Context: an optimization exercise on an open-source flow, tuned for small area and a short achievable clock period. The choices shown serve that exercise and are no tape-out recipe.
Only simulation tests tie the RTL to the original design; equivalence was not proved.
Power and IR drop assume default switching activity.

Setup of quartz:
// alpha_mean
module alpha_mean
(
    input   wire            clk                 ,
    input   wire            rst_n               ,
    input   wire            win_vld             ,
    input   wire  [199:0]   win                 ,
    output  reg             mean_vld            ,
    output  reg     [ 7:0]  mean_data
);
Settings: LEC_CHECK=0, ABC_AREA=1, CAP_MARGIN=20, CELL_PAD_IN_SITES_DETAIL_PLACEMENT=1, CELL_PAD_IN_SITES_GLOBAL_PLACEMENT=2, CORE_AREA=2.3 2.72 456.78 456.96, CTS_CLUSTER_DIAMETER=100, CTS_CLUSTER_SIZE=30, DIE_AREA=0 0 459.0 459.0, PLACE_DENSITY=0.5, SLEW_MARGIN=20; clock period 12.0 ns.
standard.sh (not shown) runs the stock make flow with config.mk's settings and CLKGATE_MAP_FILE= SYNTH_SCRIPT=/design/flow/synth_recipe.tcl, a recipe that flattens the netlist after the stock synthesis.
==> flow/flow/run.sh <==
#!/bin/bash
# The standard layout (standard.sh, unchanged synthesis), with ORFS's
# repair_timing asked to reach 8.3 ns of setup slack instead of 0, and every
# input and output port buffered with sky130_fd_sc_hd__buf_1 (instead of the
# delay cell buffer_ports picks by default).
# The clock period and all constraints are the design's.
export SETUP_SLACK_MARGIN=8.3
export BUFFER_PORTS_ARGS="-buffer_cell sky130_fd_sc_hd__buf_1"
bash standard.sh > standard.log 2>&1
The final layout from quartz, which completed every stage, passed the timing, design-rule and antenna checks at the end of the flow.
Edits applied to the flow inputs when going from quartz to zinc:
- GPL_TIMING_DRIVEN: unset -> 1
==> flow/flow/run.sh <==
#!/bin/bash
# The standard layout (standard.sh, unchanged synthesis), with ORFS's
# repair_timing asked to reach 8.1 ns of setup slack instead of 0, and every
# input and output port buffered with sky130_fd_sc_hd__buf_1 (instead of the
# delay cell buffer_ports picks by default).
# The clock period and all constraints are the design's.
export SETUP_SLACK_MARGIN=8.1
export BUFFER_PORTS_ARGS="-buffer_cell sky130_fd_sc_hd__buf_1"
bash standard.sh > standard.log 2>&1
### Flow results
Portion of the layout cell area used by clock cells in zinc vs quartz: up 0.15 points
| multi-input combinational area share | zinc vs quartz | 1.3 points higher |
Wire: zinc routes less than quartz
Against quartz as the reference, zinc delivers a higher pin count of the biggest net entering global routing.
zinc vs quartz: internal power down
From quartz to zinc the numbers moved as follows: number of global-route vias before repair went down 2.2%, overall via count from detail_route went down 3.4%, maximum frequency went down 12 MHz, maximum vdd ir drop went up about 0.6%.
[inputs] ember vs zinc
- a deleted DIE_AREA that had been 0 0 459.0 459.0
- an added CORE_MARGIN of 2
- a change of CTS_CLUSTER_DIAMETER from 100 to 150
- a change of PLACE_DENSITY from 0.5 to 0.65
- a deleted CELL_PAD_IN_SITES_DETAIL_PLACEMENT that had been 1
- a deleted CORE_AREA that had been 2.3 2.72 456.78 456.96
- an added CORE_UTILIZATION of 55
- a deleted CELL_PAD_IN_SITES_GLOBAL_PLACEMENT that had been 2
- a deleted GPL_TIMING_DRIVEN that had been 1
==> flow/flow/run.sh <==
#!/bin/bash
# The standard layout (standard.sh, unchanged synthesis), with ORFS's
# repair_timing asked to reach 8.5 ns of setup slack instead of 0.
# The clock period and all constraints are the design's.
export SETUP_SLACK_MARGIN=8.5
bash standard.sh > standard.log 2>&1
Results
Status | zinc and ember | clean except ember. Delta (ember minus zinc): total of cells resized after clock tree synthesis now larger; detailed-placement wirelength estimate -22%. As far as number of clock sinks seen by CTS goes, zinc and ember are indistinguishable; the numbers are identical.
> inputs changed (ember -> amber)
- putting CELL_PAD_IN_SITES_GLOBAL_PLACEMENT at 2 where nothing was set
- clearing CORE_UTILIZATION, which used to be 55
- swapping 150 for 100 in CTS_CLUSTER_DIAMETER
- putting CELL_PAD_IN_SITES_DETAIL_PLACEMENT at 1 where nothing was set
- clearing CORE_MARGIN, which used to be 2
- putting TNS_END_PERCENT at 5 where nothing was set
- putting CORE_AREA at 2.3 2.72 456.78 456.96 where nothing was set
- swapping 0.65 for 0.5 in PLACE_DENSITY
- putting DIE_AREA at 0 0 459.0 459.0 where nothing was set
==> flow/flow/run.sh <==
#!/bin/bash
# The standard layout (standard.sh, unchanged synthesis), with ORFS's
# repair_timing asked to reach 8.4 ns of setup slack instead of 0.
# The clock period and all constraints are the design's.
export SETUP_SLACK_MARGIN=8.4
bash standard.sh > standard.log 2>&1
--- outcome ---
Delta (amber minus ember): area after synthesis stayed essentially flat; total CTS buffers rose by 10; total placed cells including tap cells rose by 1149; H-tree depth stayed essentially flat; die span in x rose by 100 µm.
amber: no failed stages, no open violations at the end
For die extent in y, dividing the value from ember by the value from amber gives 0.78.
Synthesized cell count of ember is on par with amber.
In amber the post-place instance area turned out 2100 µm² higher than in ember.
amber vs. ember: initial core utilization went down by 22 points.
The post-CTS repair timing setup buffer count of amber is lower than that of ember.
For pepper, these inputs were changed with respect to amber:
- a deleted TNS_END_PERCENT that had been 5
==> flow/flow/run.sh <==
#!/bin/bash
# The standard layout (standard.sh, unchanged synthesis), with ORFS's
# repair_timing asked to reach 8.3 ns of setup slack instead of 0.
# The clock period and all constraints are the design's.
export SETUP_SLACK_MARGIN=8.3
bash standard.sh > standard.log 2>&1
Route | pepper vs amber | wire shorter in pepper. Compared pepper against amber; worst hold slack within noise. In pepper, the switching power total came out 0.36% below the value in amber. First-pass GRT wire length | pepper below amber. Between amber and pepper, non-clock buffer count decreased. In the flow results for amber and pepper, the logic depth of the worst setup path including buffers is smaller on amber. Compared amber against pepper; residual DRC count within noise. Max final instance area across amber and pepper: amber. | slew at the pin with the worst max-slew slack | higher: amber |.
What violet does differently from pepper at the input level:
- CORE_AREA now 2.3 2.72 429.64 429.76, was 2.3 2.72 456.78 456.96
- CELL_PAD_IN_SITES_DETAIL_PLACEMENT no longer set, was 1
- DIE_AREA now 0 0 431.8 431.8, was 0 0 459.0 459.0
- CELL_PAD_IN_SITES_GLOBAL_PLACEMENT no longer set, was 2
- PLACE_DENSITY now 0.55, was 0.5
==> flow/flow/run.sh <==
#!/bin/bash
# The standard layout (standard.sh, unchanged synthesis), with ORFS's
# repair_timing asked to reach 8.0 ns of setup slack instead of 0.
# The clock period and all constraints are the design's.
export SETUP_SLACK_MARGIN=8.0
bash standard.sh > standard.log 2>&1
==> run summary <==
- Cmp violet vs pepper: path depth of the worst reg2reg path higher in violet
- violet vs pepper, wire length the detailed router placed on met1 went down by about 22%.
- Compared with pepper, the router placed fewer vias in violet.
- Compared with pepper, violet shows a lower setup slack of the critical path after layout.
- Max post-cts resize count across violet and pepper: pepper
- Relative to pepper, register-to-register slack decreased by 0.30 ns in violet.
- In violet, data arrival time of the critical path is higher than in pepper.
- From pepper to violet the numbers moved as follows: overall fraction of global-route tracks in use now sits lower; multi-input combinational area share now sits higher; pin slew with the least headroom to its limit now sits higher.
- Launching element of the worst setup path: s1_13$_DFF_P_ -> pepper, s1_58$_DFF_P_ -> violet

==> separate check: timing with driven ports <==
Ports are ideal in the flow. The routed layouts listed here were re-timed in OpenROAD. Step 1, drivers: a clkbuf_16 drives clk and a buf_2 each remaining input, both assumed. Step 2 times the ports against the registers' clock, not the clock port: input delays grow and output delays shrink by t, the midpoint of the rising clock arrivals with the driver on. a / b / c = no drivers / after step 1 / after step 2; a / b = the first two.
| run | t, ns | setup slack, ns | worst setup path after step 2 | latest minus earliest clock arrival (ns) | cell pins on the clock port's net |
|---|---|---|---|---|---|
| quartz | 0.860 | 8.148 / 8.148 / 8.148 | register to register | 0.096 / 0.096 | 1 |
| zinc | 0.862 | 7.955 / 7.955 / 7.955 | register to register | 0.086 / 0.086 | 1 |
| amber | 0.832 | 8.129 / 8.129 / 8.129 | register to register | 0.065 / 0.065 | 1 |
| pepper | 0.831 | 8.167 / 8.167 / 8.167 | register to register | 0.067 / 0.067 | 1 |
| violet | 0.829 | 7.867 / 7.867 / 7.867 | register to register | 0.071 / 0.070 | 1 |
After both steps every run listed still meets setup and hold.
